From an optimization exercise on the open Yosys and OpenROAD flow, aimed at small area and a short achievable clock period; shortcuts taken in it are not production practice.
RTL that was checked went through simulation tests only; none was proved equivalent to the original.

// montgomery_kyber
module montgomery_kyber(clk, a, b, out);
input clk;
input [11:0] a, b;
output [11:0] out;
wire n0;
k_nand2 un0 (.a(a[0]), .b(b[0]), .y(n0));
wire n1;
k_nand2 un1 (.a(a[0]), .b(b[1]), .y(n1));
wire n2;
k_nand2 un2 (.a(a[0]), .b(b[2]), .y(n2));
wire n3;
k_nand2 un3 (.a(a[0]), .b(b[3]), .y(n3));
wire n4;
k_nand2 un4 (.a(a[0]), .b(b[4]), .y(n4));
wire n5;
k_nand2 un5 (.a(a[0]), .b(b[5]), .y(n5));
wire n6;
k_nand2 un6 (.a(a[0]), .b(b[6]), .y(n6));
wire n7;
k_nand2 un7 (.a(a[0]), .b(b[7]), .y(n7));
wire n8;
k_nand2 un8 (.a(a[0]), .b(b[8]), .y(n8));
wire n9;
k_nand2 un9 (.a(a[0]), .b(b[9]), .y(n9));
wire n10;
k_nand2 un10 (.a(a[0]), .b(b[10]), .y(n10));
wire n11;
k_nand2 un11 (.a(a[0]), .b(b[11]), .y(n11));
wire n12;
k_nand2 un12 (.a(a[1]), .b(b[0]), .y(n12));
wire n13;
k_nand2 un13 (.a(a[1]), .b(b[1]), .y(n13));
wire n14;
k_nand2 un14 (.a(a[1]), .b(b[2]), .y(n14));
wire n15;
k_nand2 un15 (.a(a[1]), .b(b[3]), .y(n15));
wire n16;
k_nand2 un16 (.a(a[1]), .b(b[4]), .y(n16));
wire n17;
k_nand2 un17 (.a(a[1]), .b(b[5]), .y(n17));
wire n18;
k_nand2 un18 (.a(a[1]), .b(b[6]), .y(n18));
wire n19;
k_nand2 un19 (.a(a[1]), .b(b[7]), .y(n19));
wire n20;
k_nand2 un20 (.a(a[1]), .b(b[8]), .y(n20));
wire n21;
k_nand2 un21 (.a(a[1]), .b(b[9]), .y(n21));
wire n22;
k_nand2 un22 (.a(a[1]), .b(b[10]), .y(n22));
wire n23;
k_nand2 un23 (.a(a[1]), .b(b[11]), .y(n23));
wire n24;
k_nand2 un24 (.a(a[2]), .b(b[0]), .y(n24));
wire n25;
k_nand2 un25 (.a(a[2]), .b(b[1]), .y(n25));
wire n26;
k_nand2 un26 (.a(a[2]), .b(b[2]), .y(n26));
wire n27;
k_nand2 un27 (.a(a[2]), .b(b[3]), .y(n27));
wire n28;
k_nand2 un28 (.a(a[2]), .b(b[4]), .y(n28));
wire n29;
  ...
clock: 12.0 ns
lec_check: 0
cap_margin: 20
core_margin: 2
core_utilization: 60
place_density: 0.75
setup_slack_margin: 5
slew_margin: 20
synth_hierarchical: 1
synth_minimum_keep_size: 0
standard.sh (not shown) runs the stock make flow with config.mk's settings and CLKGATE_MAP_FILE= SYNTH_SCRIPT=/design/flow/synth_recipe.tcl, a recipe that flattens the netlist after the stock synthesis.
==> flow/flow/run.sh <==
#!/bin/bash
set -euo pipefail
MARGIN=${MARGIN:-5.5}
bash standard.sh "SETUP_SLACK_MARGIN=$MARGIN" \
  "BUFFER_PORTS_ARGS=-buffer_cell sky130_fd_sc_hd__buf_1" finish > flow_make.log 2>&1
Then changed:
==> flow/flow/run.sh (replaced) <==
#!/bin/bash
set -euo pipefail
MARGIN=${MARGIN:-5.25}
BUF=${BUF:-sky130_fd_sc_hd__buf_1}
bash standard.sh "SETUP_SLACK_MARGIN=$MARGIN" \
  "BUFFER_PORTS_ARGS=-buffer_cell $BUF" finish > flow_make.log 2>&1
--- a/flow/config.mk
+++ b/flow/config.mk
@@ -8,6 +8,5 @@
 export CAP_MARGIN = 20
 export CORE_MARGIN = 2
-export CORE_UTILIZATION = 60
-export PLACE_DENSITY = 0.75
+export CORE_UTILIZATION = 40
 export SETUP_SLACK_MARGIN = 5
 export SLEW_MARGIN = 20
=> Non-clock buffer count does not change. Wire length came out higher slightly. Final cell count came out higher by a few percent. Clock-buffer cell count stays the same. Utilization came out lower by 21 points. Fmax came out lower by a few percent. Cell area came out higher slightly. Area after synthesis stays the same.
Then changed:
==> flow/flow/run.sh (replaced) <==
#!/bin/bash
set -euo pipefail
MARGIN=${MARGIN:-5.75}
BUF=${BUF:-sky130_fd_sc_hd__buf_1}
bash standard.sh "SETUP_SLACK_MARGIN=$MARGIN" \
  "BUFFER_PORTS_ARGS=-buffer_cell $BUF" finish > flow_make.log 2>&1
Result:
- The changed run completed with no timing, DRC or antenna violations
- core utilization rises by 3.2 points
- routed wire length grows by a few percent
- worst setup slack gains 0.34 ns

Another version of the RTL of montgomery_kyber (not shown whole).
Size: roughly 24 flip-flops, ~37 I/O pins.
// montgomery_kyber
module montgomery_kyber(clk, a, b, out);
input clk;
input [11:0] a, b;
output [11:0] out;
wire n0;
k_nand2 un0 (.a(a[0]), .b(b[0]), .y(n0));
wire n1;
k_nand2 un1 (.a(a[0]), .b(b[1]), .y(n1));
wire n2;
k_nand2 un2 (.a(a[0]), .b(b[2]), .y(n2));
wire n3;
k_nand2 un3 (.a(a[0]), .b(b[3]), .y(n3));
wire n4;
k_nand2 un4 (.a(a[0]), .b(b[4]), .y(n4));
wire n5;
k_nand2 un5 (.a(a[0]), .b(b[5]), .y(n5));
wire n6;
k_nand2 un6 (.a(a[0]), .b(b[6]), .y(n6));
wire n7;
k_nand2 un7 (.a(a[0]), .b(b[7]), .y(n7));
wire n8;
k_nand2 un8 (.a(a[0]), .b(b[8]), .y(n8));
wire n9;
k_nand2 un9 (.a(a[0]), .b(b[9]), .y(n9));
wire n10;
k_nand2 un10 (.a(a[0]), .b(b[10]), .y(n10));
wire n11;
k_nand2 un11 (.a(a[0]), .b(b[11]), .y(n11));
wire n12;
k_nand2 un12 (.a(a[1]), .b(b[0]), .y(n12));
wire n13;
k_nand2 un13 (.a(a[1]), .b(b[1]), .y(n13));
wire n14;
k_nand2 un14 (.a(a[1]), .b(b[2]), .y(n14));
wire n15;
k_nand2 un15 (.a(a[1]), .b(b[3]), .y(n15));
wire n16;
k_nand2 un16 (.a(a[1]), .b(b[4]), .y(n16));
wire n17;
k_nand2 un17 (.a(a[1]), .b(b[5]), .y(n17));
wire n18;
k_nand2 un18 (.a(a[1]), .b(b[6]), .y(n18));
wire n19;
  ...
export LEC_CHECK = 0
export CAP_MARGIN = 20
export CORE_MARGIN = 2
export CORE_UTILIZATION = 40
export CTS_BUF_LIST = sky130_fd_sc_hd__clkbuf_4 sky130_fd_sc_hd__clkbuf_8
export SETUP_SLACK_MARGIN = 5
export SLEW_MARGIN = 20
export SYNTH_HIERARCHICAL = 1
export SYNTH_MINIMUM_KEEP_SIZE = 0
create_clock -name core_clock -period 12.0 [get_ports {clk}]
==> flow/flow/run.sh <==
#!/bin/bash
set -euo pipefail
MARGIN=${MARGIN:-5.75}
BUF=${BUF:-sky130_fd_sc_hd__buf_1}
RECOVER=${RECOVER:-0}
bash standard.sh "SETUP_SLACK_MARGIN=$MARGIN" \
  "BUFFER_PORTS_ARGS=-buffer_cell $BUF" "RECOVER_POWER=$RECOVER" finish > flow_make.log 2>&1
Change:
--- a/flow/flow/run.sh
+++ b/flow/flow/run.sh
@@ -1,5 +1,5 @@
 #!/bin/bash
 set -euo pipefail
-MARGIN=${MARGIN:-5.75}
+MARGIN=${MARGIN:-5.5}
 BUF=${BUF:-sky130_fd_sc_hd__buf_1}
 RECOVER=${RECOVER:-0}
=> Global-route usage went down by 0.72 points. Design area decreases by 3.2%. Wire length is lower by 2.9%. Sequential cell count stays the same. Final cell count falls by 1.3%. Core utilization went down by 1.5 points. Clock-buffer cell count shrinks by 1.
Function was not checked in any run of this note: the RTL went through the layout flow alone.

## static timing again, ports no longer ideal
In the flow no input, the clock included, has a driving cell. The finished layouts below were timed again as built, in two steps.
Step 1: set_driving_cell puts a clkbuf_16 on clk and a buf_2 on each other input, an assumption about the parent block.
Step 2 also shifts input and output timing later by t, the mid clock arrival at the registers, as if the neighbouring blocks saw the same clock.
Three values: ideal ports, drivers, drivers and shift; two values: the first two.
run	t (ns)	setup slack, ns	hold WS [ns]	worst setup path at the end	clock arrival spread, ns
the first run of note 1	0.288	5.719 / 5.724 / 5.436	2.636 / 2.632 / 2.920	input to register	0.001 / 0.002
the second run of note 1	0.284	5.516 / 5.527 / 5.243	2.723 / 2.713 / 2.998	input to register	0.001 / 0.001
the third run of note 1	0.285	5.851 / 5.865 / 5.580	2.628 / 2.621 / 2.906	input to register	0.001 / 0.002
the first run of note 2	0.283	5.768 / 5.739 / 5.669	2.649 / 2.641 / 2.924	input to register	0.002 / 0.001
the second run of note 2	0.283	5.699 / 5.673 / 5.495	2.725 / 2.727 / 3.011	input to register	0.003 / 0.003
After both steps setup and hold are still met in every run listed. The setup slack of the first run of note 1, which loses most, moves by +0.005 ns with the drivers and by -0.283 ns with both steps.
